Source: an optimization exercise on an open RTL-to-GDS flow (aim: small area and a short achievable clock period). Production flows keep margins and buffers that such runs may drop. Function was checked by simulation only, so behaviour that the tests miss may differ from the original. Power and IR drop assume default switching activity.

==> flow/design.v <==
module myCPU (
    input         cpu_rst,
    input         cpu_clk,
    output [31:0] pc,
    input  [31:0] instruction,
    output [31:0] perip_addr,
    output        perip_wen,
    output [1:0]  perip_mask,
    output [31:0] perip_wdata,
    input  [31:0] perip_rdata
);
    wire rst = cpu_rst;
    wire clk = cpu_clk;
    reg  [31:0] PC;
    reg  [31:0] fI;          
    reg         fSF;         
    reg  [31:0] xD1, xD2;    
    reg  [31:0] xT;          
    reg  [4:0]  xRD;
    reg         xRDEN, xSF, xBub;
    reg         xSelf1, xSelf2;  
    reg         xImm, xSubA, xAlt, xBr, xJal, xJalr, xSelT, xSelL;
    reg         xSSum, xSShL, xSShR, xSSlt, xSSltu, xKX, xKA;
    reg  [2:0]  xF3;
    reg  [4:0]  xMOP;
    reg         dep1ex, dep1mem, dep2ex, dep2mem;
    reg  [31:0] mR;          
    reg  [31:0] mDW;         
    reg  [3:0]  mLS;         
    reg  [4:0]  mRD;
    reg         mWB, mSF;
    reg  [4:0]  mMOP;
    reg  [31:0] wR;
    reg  [4:0]  wRD;
    reg         wWB, wE1;
    reg  [31:0] RF [1:31];
    reg  [31:1] V;
    wire [31:0] ins = fSF ? 32'h00000013 : fI;
    wire [6:0] op  = ins[6:0];
    wire [2:0] f3  = ins[14:12];
    wire [4:0] rd  = ins[11:7];
    wire [4:0] rs1 = ins[19:15];
    wire [4:0] rs2 = ins[24:20];
    wire is_r     = (op == 7'b0110011);
    wire is_ialu  = (op == 7'b0010011);
    wire is_load  = (op == 7'b0000011);
    wire is_jalr  = (op == 7'b1100111);
    wire is_store = (op == 7'b0100011);
    wire is_br    = (op == 7'b1100011);
    wire is_lui   = (op == 7'b0110111);
    wire is_auipc = (op == 7'b0010111);
    wire is_jal   = (op == 7'b1101111);
    wire is_i     = is_ialu | is_load | is_jalr;
    wire is_u     = is_lui | is_auipc;
    wire [31:0] i_imm = {{20{ins[31]}}, ins[31:20]};
    wire [31:0] s_imm = {{20{ins[31]}}, ins[31:25], ins[11:7]};
    wire [31:0] b_imm = {{20{ins[31]}}, ins[7], ins[30:25], ins[11:8], 1'b0};
    wire [31:0] u_imm = {ins[31:12], 12'b0};
    wire [31:0] j_imm = {{12{ins[31]}}, ins[19:12], ins[20], ins[30:21], 1'b0};
    wire [31:0] imm = is_i ? i_imm : is_store ? s_imm : is_br ? b_imm :
                      is_u ? u_imm : is_jal ? j_imm : 32'b0;
    wire d_rden = !is_store && !is_br;
    wire d_en1  = !is_u && !is_jal && (rs1 != 5'b0);
    wire d_en2  = is_r || is_store || is_br;
    reg [2:0] d_mop;
    always @(*) begin
        d_mop = 3'b111;
        if (is_load && (f3 == 3'b000 || f3 == 3'b001 || f3 == 3'b010 || f3 == 3'b100 || f3 == 3'b101))
            d_mop = f3;
        if (is_store && (f3 == 3'b000 || f3 == 3'b001 || f3 == 3'b010))
            d_mop = f3;
    end
    wire [31:0] pcm4 = {PC[31:2] - 30'd1, PC[1:0]};
    wire [31:0] d_t = (is_br | is_jal | is_auipc) ? (pcm4 + imm) : imm;
    wire byp1 = wWB && (wRD == rs1);
    wire byp2 = wWB && (wRD == rs2);
    wire r2nz = d_en2 && (rs2 != 5'b0);
    wire g1 = d_en1 && !byp1;
    wire g2 = r2nz && !byp2;
    wire t1 = d_en1 && byp1;
    wire t2 = r2nz && byp2;
    reg [31:0] d_d1, d_d2;
    integer k;
    always @(*) begin
        d_d1 = t1 ? wR : 32'b0;
        d_d2 = t2 ? wR : 32'b0;
        for (k = 1; k < 32; k = k + 1) begin
            d_d1 = d_d1 | ((g1 && V[k] && rs1 == k) ? RF[k] : 32'b0);
            d_d2 = d_d2 | ((g2 && V[k] && rs2 == k) ? RF[k] : 32'b0);
        end
    end
    wire [31:0] fwd1 = dep1ex ? mR : dep1mem ? wR : xD1;
    wire [31:0] fwd2 = dep2ex ? mR : dep2mem ? wR : xD2;
    wire [31:0] a = fwd1;
    wire [31:0] b = xImm ? xT : fwd2;
    wire [31:0] sum = a + (xSubA ? ~b : b) + {31'b0, xSubA};
    wire ltu = (a < b);
    wire lt  = ($signed(a) < $signed(b));
    wire eq  = (a == b);
    wire [4:0] sh = b[4:0];
    wire sh_left = xSShL;
    reg  [31:0] a_rev, shr_rev;
    integer n;
    always @(*) for (n = 0; n < 32; n = n + 1) a_rev[n] = a[31-n];
    wire [31:0] sh_in = sh_left ? a_rev : a;
    wire signed [32:0] sh_ext = {xAlt & !sh_left & a[31], sh_in};
    wire signed [32:0] sh_out = sh_ext >>> sh;
    wire [31:0] shr = sh_out[31:0];
    always @(*) for (n = 0; n < 32; n = n + 1) shr_rev[n] = shr[31-n];
    wire [31:0] exres = ({32{xSSum}} & sum) | ({32{xSShL}} & shr_rev) | ({32{xSShR}} & shr) |
                        ({32{xKX}} & (a ^ b)) | ({32{xKA}} & (a & b)) |
                        ({32{xSelT}} & xT) | ({32{xSelL}} & pcm4) |
                        {31'b0, (xSSlt & lt) | (xSSltu & ltu)};
    reg cond;
    always @(*) begin
        case (xF3)
            3'b000: cond = eq;
            3'b001: cond = !eq;
            3'b100: cond = lt;
            3'b101: cond = !lt;
            3'b110: cond = ltu;
            3'b111: cond = !ltu;
            default: cond = 1'b0;
        endcase
    end
    wire [31:0] jx = a ^ xT ^ pcm4;
    wire [31:0] jk = (a & xT) | ((a ^ xT) & ~pcm4);
    wire jalr_same = (jx == {jk[30:0], 1'b0});
    wire ne_t = (xT != pcm4);
    wire flush = !xSF && ((xJalr && !jalr_same) || (xJal && ne_t) || (xBr && ne_t && cond));
    wire stall = !xSF && mMOP[4] && (dep1ex || dep2ex);
    wire [31:0] cpc = xJalr ? sum : xT;
    wire [4:0] e_mop = xBub ? 5'b0 : xMOP;
    wire [1:0] e_alo = (e_mop[4] | e_mop[3]) ? sum[1:0] : 2'b00;
    wire [31:0] e_dw = e_mop[3] ? fwd2 : 32'b0;
    reg  [3:0]  e_ls;
    reg  [31:0] e_dwl;
    always @(*) begin
        case (e_mop[2:0])
            3'b000: begin
                e_ls = 4'b0001 << e_alo;
                e_dwl = {4{e_dw[7:0]}};
            end
            3'b001: begin
                e_ls = e_alo[1] ? 4'b1100 : 4'b0011;
                e_dwl = {2{e_dw[15:0]}};
            end
            3'b010: begin
                e_ls = 4'b1111;
                e_dwl = e_dw;
            end
            default: begin
                e_ls = 4'b0000;
                e_dwl = e_dw;
            end
        endcase
    end
    wire e_rden = xRDEN && !xBub;
    always @(posedge clk) begin
        if (rst) PC <= 32'b0;
        else if (flush && !stall) PC <= cpc;
        else if (!stall) PC <= PC + 32'd4;
    end
    always @(posedge clk) begin
        if (rst) fSF <= 1'b1;
        else fSF <= flush;
        if (!stall) fI <= instruction;
    end
    always @(posedge clk) begin
        if (!stall) begin
            xD1 <= d_d1;
            xD2 <= d_d2;
            xT <= d_t;
            xRD <= rd;
            xRDEN <= d_rden;
            xSelf1 <= (rs1 == rd) && d_en1 && d_rden;
            xSelf2 <= (rs2 == rd) && d_en2 && d_rden;
            xImm <= is_i | is_store;
            xSubA <= is_r & (f3 == 3'b000) & ins[30];
            xAlt <= ins[30];
            xF3 <= f3;
            xBr <= is_br; xJal <= is_jal; xJalr <= is_jalr;
            xSelT <= is_u; xSelL <= is_jal | is_jalr;
            xSSum <= !(is_u | is_jal | is_jalr) & (!(is_r | is_ialu) | (f3 == 3'b000));
            xSShL <= (is_r | is_ialu) & (f3 == 3'b001);
            xSShR <= (is_r | is_ialu) & (f3 == 3'b101);
            xSSlt <= (is_r | is_ialu) & (f3 == 3'b010);
            xSSltu <= (is_r | is_ialu) & (f3 == 3'b011);
            xKX <= (is_r | is_ialu) & (f3 == 3'b100 || f3 == 3'b110);
            xKA <= (is_r | is_ialu) & (f3 == 3'b110 || f3 == 3'b111);
            xMOP <= {is_load, is_store, d_mop};
        end
        if (rst) begin
            xSF <= 1'b1; xBub <= 1'b1;
        end else begin
            xSF <= fSF | flush;
            xBub <= flush | (stall & xBub);
        end
    end
    always @(posedge clk) begin
        if (stall) begin
            dep1ex <= xSelf1;
            dep2ex <= xSelf2;
            dep1mem <= dep1ex;
            dep2mem <= dep2ex;
        end else begin
            dep1ex <= (rs1 == xRD) && d_en1 && e_rden;
            dep2ex <= (rs2 == xRD) && d_en2 && e_rden;
            dep1mem <= (rs1 == mRD) && d_en1 && mWB;
            dep2mem <= (rs2 == mRD) && d_en2 && mWB;
        end
    end
    always @(posedge clk) begin
        mR <= exres;
        mRD <= xRD;
        mDW[31:8] <= e_dwl[31:8];
        if (rst) begin
            mWB <= 1'b0; mSF <= 1'b1; mMOP <= 5'b0; mLS <= 4'b0001; mDW[7:0] <= 8'b0;
        end else begin
            mWB <= e_rden; mSF <= xSF | stall; mMOP <= e_mop; mLS <= e_ls; mDW[7:0] <= e_dwl[7:0];
        end
    end
    wire is_mem = mMOP[4] | mMOP[3];
    wire [2:0] mop = mMOP[2:0];
    wire [1:0] alo = mR[1:0];
    reg [31:0] ld;
    always @(*) begin
        case (mop)
            3'b000: case (alo)
                2'b00: ld = {{24{perip_rdata[7]}},  perip_rdata[7:0]};
                2'b01: ld = {{24{perip_rdata[15]}}, perip_rdata[15:8]};
                2'b10: ld = {{24{perip_rdata[23]}}, perip_rdata[23:16]};
                default: ld = {{24{perip_rdata[31]}}, perip_rdata[31:24]};
            endcase
            3'b001: ld = alo[1] ? {{16{perip_rdata[31]}}, perip_rdata[31:16]} : {{16{perip_rdata[15]}}, perip_rdata[15:0]};
            3'b100: case (alo)
                2'b00: ld = {24'b0, perip_rdata[7:0]};
                2'b01: ld = {24'b0, perip_rdata[15:8]};
                2'b10: ld = {24'b0, perip_rdata[23:16]};
                default: ld = {24'b0, perip_rdata[31:24]};
            endcase
            3'b101: ld = alo[1] ? {16'b0, perip_rdata[31:16]} : {16'b0, perip_rdata[15:0]};
            default: ld = perip_rdata;
        endcase
    end
    genvar L;
    generate
        for (L = 0; L < 4; L = L + 1) begin : lane
            assign perip_wdata[8*L+7:8*L] = mLS[L] ? mDW[8*L+7:8*L] : perip_rdata[8*L+7:8*L];
        end
    endgenerate
    assign pc = PC;
    assign perip_addr = is_mem ? mR : 32'b0;
    assign perip_wen = mMOP[3];
    assign perip_mask = {mop[1], mop[1] | mop[0]};
    always @(posedge clk) begin
        wR <= mMOP[4] ? ld : mR;
        wRD <= mRD;
        if (rst) begin
            wWB <= 1'b0; wE1 <= 1'b0;
        end else begin
            wWB <= mWB & !mSF; wE1 <= mWB;
        end
    end
    always @(posedge clk) begin
        if (rst) V <= 31'b0;
        else if (wWB && wRD != 5'b0) V[wRD] <= 1'b1;
    end
    always @(posedge clk) begin
        if (wWB && wRD != 5'b0) RF[wRD] <= wR;
    end
endmodule
==> flow/config.mk <==
export PLATFORM = sky130hd
export DESIGN_NAME = myCPU
export DESIGN_NICKNAME = myCPU
export VERILOG_FILES = /design/flow/design.v
export SDC_FILE = /design/flow/constraint.sdc
export NUM_CORES = 4
export LEC_CHECK = 0
export CAP_MARGIN = 20
export CORE_MARGIN = 2
export CORE_UTILIZATION = 40
export SLEW_MARGIN = 20
==> flow/constraint.sdc <==
create_clock -name core_clock -period 13.0 [get_ports {cpu_clk}]
set_input_delay 2.6000 -clock core_clock [delete_from_list [all_inputs] [get_ports {cpu_clk}]]
set_output_delay 2.6000 -clock core_clock [all_outputs]
set_load 0.01 [all_outputs]
standard.sh (not shown) runs the stock make flow with config.mk's settings and CLKGATE_MAP_FILE= SYNTH_SCRIPT=/design/flow/synth_recipe.tcl, a recipe that flattens the netlist after the stock synthesis.
==> flow/flow/run.sh <==
#!/bin/bash
# Standard synthesis, then the standard layout with two changes: the port
# buffers are plain buffers (buf_2) instead of delay cells, and timing repair
# aims for extra setup slack so the design reaches a shorter period than the
# 13 ns clock asks for.
set -euo pipefail
bash standard.sh synth > synth.log 2>&1
bash standard.sh SETUP_SLACK_MARGIN=7.3 "BUFFER_PORTS_ARGS=-buffer_cell sky130_fd_sc_hd__buf_2" finish > layout.log 2>&1
==> next run, changes <==
--- a/flow/design.v
+++ b/flow/design.v
@@ -21,5 +21,4 @@
     reg         xSelf1, xSelf2;  
     reg         xImm, xSubA, xAlt, xBr, xJal, xJalr, xSelT, xSelL;
-    reg         xSSum, xSShL, xSShR, xSSlt, xSSltu, xKX, xKA;
     reg  [2:0]  xF3;
     reg  [4:0]  xMOP;
@@ -99,5 +98,5 @@
     wire eq  = (a == b);
     wire [4:0] sh = b[4:0];
-    wire sh_left = xSShL;
+    wire sh_left = (xF3 == 3'b001);
     reg  [31:0] a_rev, shr_rev;
     integer n;
@@ -108,8 +107,18 @@
     wire [31:0] shr = sh_out[31:0];
     always @(*) for (n = 0; n < 32; n = n + 1) shr_rev[n] = shr[31-n];
-    wire [31:0] exres = ({32{xSSum}} & sum) | ({32{xSShL}} & shr_rev) | ({32{xSShR}} & shr) |
-                        ({32{xKX}} & (a ^ b)) | ({32{xKA}} & (a & b)) |
-                        ({32{xSelT}} & xT) | ({32{xSelL}} & pcm4) |
-                        {31'b0, (xSSlt & lt) | (xSSltu & ltu)};
+    reg  [31:0] alu;
+    always @(*) begin
+        case (xF3)
+            3'b000: alu = sum;
+            3'b001: alu = shr_rev;
+            3'b010: alu = {31'b0, lt};
+            3'b011: alu = {31'b0, ltu};
+            3'b100: alu = a ^ b;
+            3'b101: alu = shr;
+            3'b110: alu = a | b;
+            default: alu = a & b;
+        endcase
+    end
+    wire [31:0] exres = xSelT ? xT : xSelL ? pcm4 : alu;
     reg cond;
     always @(*) begin
@@ -179,14 +188,7 @@
             xSubA <= is_r & (f3 == 3'b000) & ins[30];
             xAlt <= ins[30];
-            xF3 <= f3;
+            xF3 <= (is_r | is_ialu | is_br) ? f3 : 3'b000;
             xBr <= is_br; xJal <= is_jal; xJalr <= is_jalr;
             xSelT <= is_u; xSelL <= is_jal | is_jalr;
-            xSSum <= !(is_u | is_jal | is_jalr) & (!(is_r | is_ialu) | (f3 == 3'b000));
-            xSShL <= (is_r | is_ialu) & (f3 == 3'b001);
-            xSShR <= (is_r | is_ialu) & (f3 == 3'b101);
-            xSSlt <= (is_r | is_ialu) & (f3 == 3'b010);
-            xSSltu <= (is_r | is_ialu) & (f3 == 3'b011);
-            xKX <= (is_r | is_ialu) & (f3 == 3'b100 || f3 == 3'b110);
-            xKA <= (is_r | is_ialu) & (f3 == 3'b110 || f3 == 3'b111);
             xMOP <= {is_load, is_store, d_mop};
         end
What happened: Setup slack improves by 0.048 ns; total power drops by 1.8%; utilization drops by 0.19 points; critical path depth is unchanged; maximum frequency climbs by 0.84%; count of clock-buffer cells in the layout climbs by 22.

==> what the ideal ports hide <==
How much do the figures lean on ideal ports? The routed layouts below were timed once more, with nothing changed but the port constraints.
Step 1 (the two cells are an assumption about what drives the block):
set clk [get_ports {cpu_clk}]
set_driving_cell -lib_cell sky130_fd_sc_hd__clkbuf_16 $clk
set_driving_cell -lib_cell sky130_fd_sc_hd__buf_2 [delete_from_list [all_inputs] $clk]
Step 2 times the ports against the registers' clock, not the clock port: input delays grow and output delays shrink by t, the midpoint of the rising clock arrivals with the driver on.
Slacks: ideal ports / drivers / drivers and shift; pairs: ideal ports / drivers.
| run | t (ns) | setup WS [ns] | worst setup path after step 2 | worst register clock-pin slew, ns |
|---|---|---|---|---|
| the first run | 0.900 | 7.177 / 7.125 / 7.125 | input to output | 0.07 / 0.07 |
| the second run | 0.895 | 7.225 / 7.107 / 7.107 | input to output | 0.07 / 0.07 |
After both steps setup and hold are still met in every run listed. For the second run, which loses most, drivers alone change the setup slack by -0.118 ns; drivers and shift together by -0.118 ns.
